Context: an optimization exercise on an open-source flow, tuned for small area, a short achievable clock period and few clock cycles per item. The choices shown serve that exercise and are no tape-out recipe.
Where RTL was checked, it was by simulation tests only, not by an equivalence proof against the original.

Setup of cedar:
==> module sse_acc, before the edit <==
module sse_acc (
	input  logic        clk,
	input  logic        rst,
	input  logic        ps1,
	input  logic [7:0]  pe1,
	input  logic [24:0] pu1,
	input  logic        v5,
	input  logic        l5,
	output logic        out_valid,
	output logic [31:0] Y
);
	localparam logic [31:0] NAN = 32'h7f800001;
	logic [31:0] acc;
	logic        v6, l6, fresh;
	logic        ps;
	logic [7:0]  pe;
	logic        pNaN, pInf;   
	logic [23:0] yp;
	logic [3:0]  shH;    
	logic [7:0]  shL;    
	logic        selP;
	logic        as;
	logic [7:0]  ae;
	logic [22:0] af;
	assign {as, ae, af} = acc;
	logic aNaN, aInf, aZ, pZ;
	assign aNaN = (&ae) & (|af);
	assign aInf = (&ae) & ~(|af);
	assign aZ = fresh | ~(|ae);
	assign pZ = ~(|pe);
	logic normal;
	assign normal = ~aZ & ~aNaN & ~aInf & ~pNaN & ~pInf & ~pZ;
	logic [23:0] ya;
	logic [24:0] S, S1;
	logic        ovf;
	logic [7:0]  E, E1;
	logic [23:0] ma, yh;
	assign ma = {1'b1, af};
	always_comb begin
		for (int i = 0; i < 24; i++) begin
			yh[i] = (shH[0] & ma[i]) | (shH[1] & (i + 8 < 24 ? ma[(i + 8) % 24] : 1'b0))
				| (shH[2] & (i + 16 < 24 ? ma[(i + 16) % 24] : 1'b0));
			ya[i] = 0;
			for (int j = 0; j < 8; j++)
				if (i + j < 24) ya[i] = ya[i] | (shL[j] & yh[i + j]);
		end
	end
	sse_cadd #(.W(24), .L(5)) add (.a(ya), .b(yp), .s0(S), .s1(S1));
	assign ovf = S[24];
	assign E = selP ? pe : ae;
	assign E1 = E + 8'd1;
	logic [31:0] nres, pval, res;
	logic        selN, selA, selP2, selNaN;
	assign nres = ovf ? {as, E1, S1[23:1]} : {as, E, S[22:0]};
	assign pval = {ps, pe, aZ ? yp[22:0] : 23'd0};
	assign selN = v6 & normal;
	assign selNaN = v6 & (aZ ? pNaN : (aNaN | pNaN | (aInf & pInf & (as != ps))));
	assign selA = ~v6 | (~aZ & ~aNaN & ~pNaN & (aInf ? (~pInf | (as == ps)) : (~pInf & pZ)));
	assign selP2 = v6 & (aZ ? (~pNaN & ~pZ) : (~aNaN & ~pNaN & ~aInf & pInf));
	assign res = ({32{selN}} & nres) | ({32{selA}} & acc) | ({32{selP2}} & pval) | ({32{selNaN}} & NAN);
	logic [25:0] pinc;
	logic [22:0] f1n;
	logic [23:0] m1n;
	logic [7:0]  e1n;
	sse_inc #(.W(25), .L(5)) inc1 (.a(pu1), .s(pinc));
	assign f1n = pu1[24] ? pinc[23:1] : pu1[22:0];
	assign m1n = {1'b1, f1n};
	assign e1n = pe1;
	logic [23:0] yp0, yp1;
	logic [8:0]  dP0, dA0;
	logic [4:0]  shA0, shA1;
	logic        sel0, sel1, inc;
	logic       ebP;
	logic [8:0] dPa, dPp, dAa, dAp;
	assign ebP = v6 & (aZ | selP);
	assign dPa = {1'b0, ae} - {1'b0, e1n};
	assign dPp = {1'b0, pe} - {1'b0, e1n};
	assign dAa = {1'b0, e1n} - {1'b0, ae};
	assign dAp = {1'b0, e1n} - {1'b0, pe};
	assign dP0 = ebP ? dPp : dPa;
	assign dA0 = ebP ? dAp : dAa;
	assign inc = v6 & ~aZ & ~pZ & ovf;
	assign sel0 = dP0[8];
	assign sel1 = sel0 & (dA0 != 9'd1);
	assign yp0 = sel0 ? m1n : (dP0[7:0] > 8'd23) ? 24'd0 : (m1n >> dP0[4:0]);
	assign yp1 = sel0 ? m1n : {1'b0, yp0[23:1]};
	assign shA0 = ~sel0 ? 5'd0 : (dA0[7:0] > 8'd23) ? 5'd24 : dA0[4:0];
	assign shA1 = ~sel1 ? 5'd0 : (dA0[7:0] > 8'd24) ? 5'd24 : (dA0[4:0] - 5'd1);
	logic azn;
	assign azn = v6 ? (l6 | (aZ & pZ)) : aZ;
	logic [23:0] ypc0, ypc1;
	logic [3:0]  shH0, shH1;
	logic [7:0]  shL0, shL1;
	assign ypc0 = azn ? m1n : yp0;
	assign ypc1 = azn ? m1n : yp1;
	assign shH0 = {1'b0, shA0[4:3] == 2'd2, shA0[4:3] == 2'd1, shA0[4:3] == 2'd0};
	assign shH1 = {1'b0, shA1[4:3] == 2'd2, shA1[4:3] == 2'd1, shA1[4:3] == 2'd0};
	always_comb
		for (int j = 0; j < 8; j++) begin
			shL0[j] = (shA0[2:0] == j);
			shL1[j] = (shA1[2:0] == j);
		end
	always_ff @(posedge clk) begin
		ps <= ps1;
		pe <= e1n;
		pNaN <= (&e1n) & (|f1n);
		pInf <= (&e1n) & ~(|f1n);
		l6 <= l5;
		acc <= res;
		selP <= inc ? sel1 : sel0;
		shH <= inc ? shH1 : shH0;
		shL <= inc ? shL1 : shL0;
		yp <= inc ? ypc1 : ypc0;
		if (rst) begin
			v6 <= 0;
			fresh <= 1;
			out_valid <= 0;
		end
		else begin
			v6 <= v5;
			if (v6) fresh <= l6;
			out_valid <= v6 & l6;
		end
	end
	assign Y = acc;
endmodule
clock: 10.0 ns
lec_check: 0
cap_margin: 20
core_margin: 2
core_utilization: 40
cts_cluster_diameter: 100
cts_cluster_size: 30
place_density: 0.6
setup_slack_margin: 5
slew_margin: 20
synth_hierarchical: 1
synth_minimum_keep_size: 0
standard.sh (not shown) runs the stock make flow with config.mk's settings and CLKGATE_MAP_FILE= SYNTH_SCRIPT=/design/flow/synth_recipe.tcl, a recipe that flattens the netlist after the stock synthesis.
==> flow/flow/run.sh <==
#!/bin/bash
set -euo pipefail
bash standard.sh SETUP_SLACK_MARGIN=5.6 "BUFFER_PORTS_ARGS=-buffer_cell sky130_fd_sc_hd__buf_1" finish > standard.log 2>&1
cedar: full flow OK, the timing, DRC and antenna checks passed
Testbench counts of cedar, summed over its fixed seeds: cycles 8,146, items 8,082.
Modified inputs, nickel compared to cedar
diff --git a/flow/design.v b/flow/design.v
--- a/flow/design.v
+++ b/flow/design.v
@@ -11,7 +11,8 @@
 );
 	localparam logic [31:0] NAN = 32'h7f800001;
 	logic [31:0] acc;
-	logic        v6, l6, fresh;
+	logic        v6, l6;
+	logic        aZ;     
 	logic        ps;
 	logic [7:0]  pe;
 	logic        pNaN, pInf;   
@@ -23,10 +24,9 @@
 	logic [7:0]  ae;
 	logic [22:0] af;
 	assign {as, ae, af} = acc;
-	logic aNaN, aInf, aZ, pZ;
+	logic aNaN, aInf, pZ;
 	assign aNaN = (&ae) & (|af);
 	assign aInf = (&ae) & ~(|af);
-	assign aZ = fresh | ~(|ae);
 	assign pZ = ~(|pe);
 	logic normal;
 	assign normal = ~aZ & ~aNaN & ~aInf & ~pNaN & ~pInf & ~pZ;
@@ -113,12 +113,12 @@
 		yp <= inc ? ypc1 : ypc0;
 		if (rst) begin
 			v6 <= 0;
-			fresh <= 1;
+			aZ <= 1;
 			out_valid <= 0;
 		end
 		else begin
 			v6 <= v5;
-			if (v6) fresh <= l6;
+			aZ <= azn;
 			out_valid <= v6 & l6;
 		end
 	end
--- outcome ---
Global-route usage of cedar is on par with nickel. Sequential share of layout area delta (nickel -> cedar): insignificant. Maximum number of pins on one net before global-route repair ends up lower on cedar. Across both runs, routed wire length was higher for nickel than for cedar. nickel: final area 160 sq um above cedar. Sort cedar and nickel by area added between synthesis and finish, descending, and cedar comes first.
The RTL of nickel was laid out without a check of its function.

==> static timing again, ports no longer ideal <==
Ports are ideal in the flow. The routed layouts listed here were re-timed in OpenROAD.
Step 1, drivers: a clkbuf_16 drives clk and a buf_2 each remaining input, both assumed.
Step 2 adds t to the input delays and takes it off the output delays; t is the mean of the earliest and latest rising clock arrival at the registers after step 1. Input paths then give back, and output paths get back, about the clock's delay inside the block.
Three values: ideal ports, drivers, drivers and shift; two values: the first two.
run	t, ns	slack for setup (ns)	clock arrival spread, ns
cedar	0.645	5.699 / 5.731 / 5.096	0.067 / 0.067
nickel	0.651	5.676 / 5.716 / 5.065	0.062 / 0.062
After both steps every run listed still meets setup and hold. For nickel, which loses most, drivers alone change the setup slack by +0.040 ns; drivers and shift together by -0.611 ns.
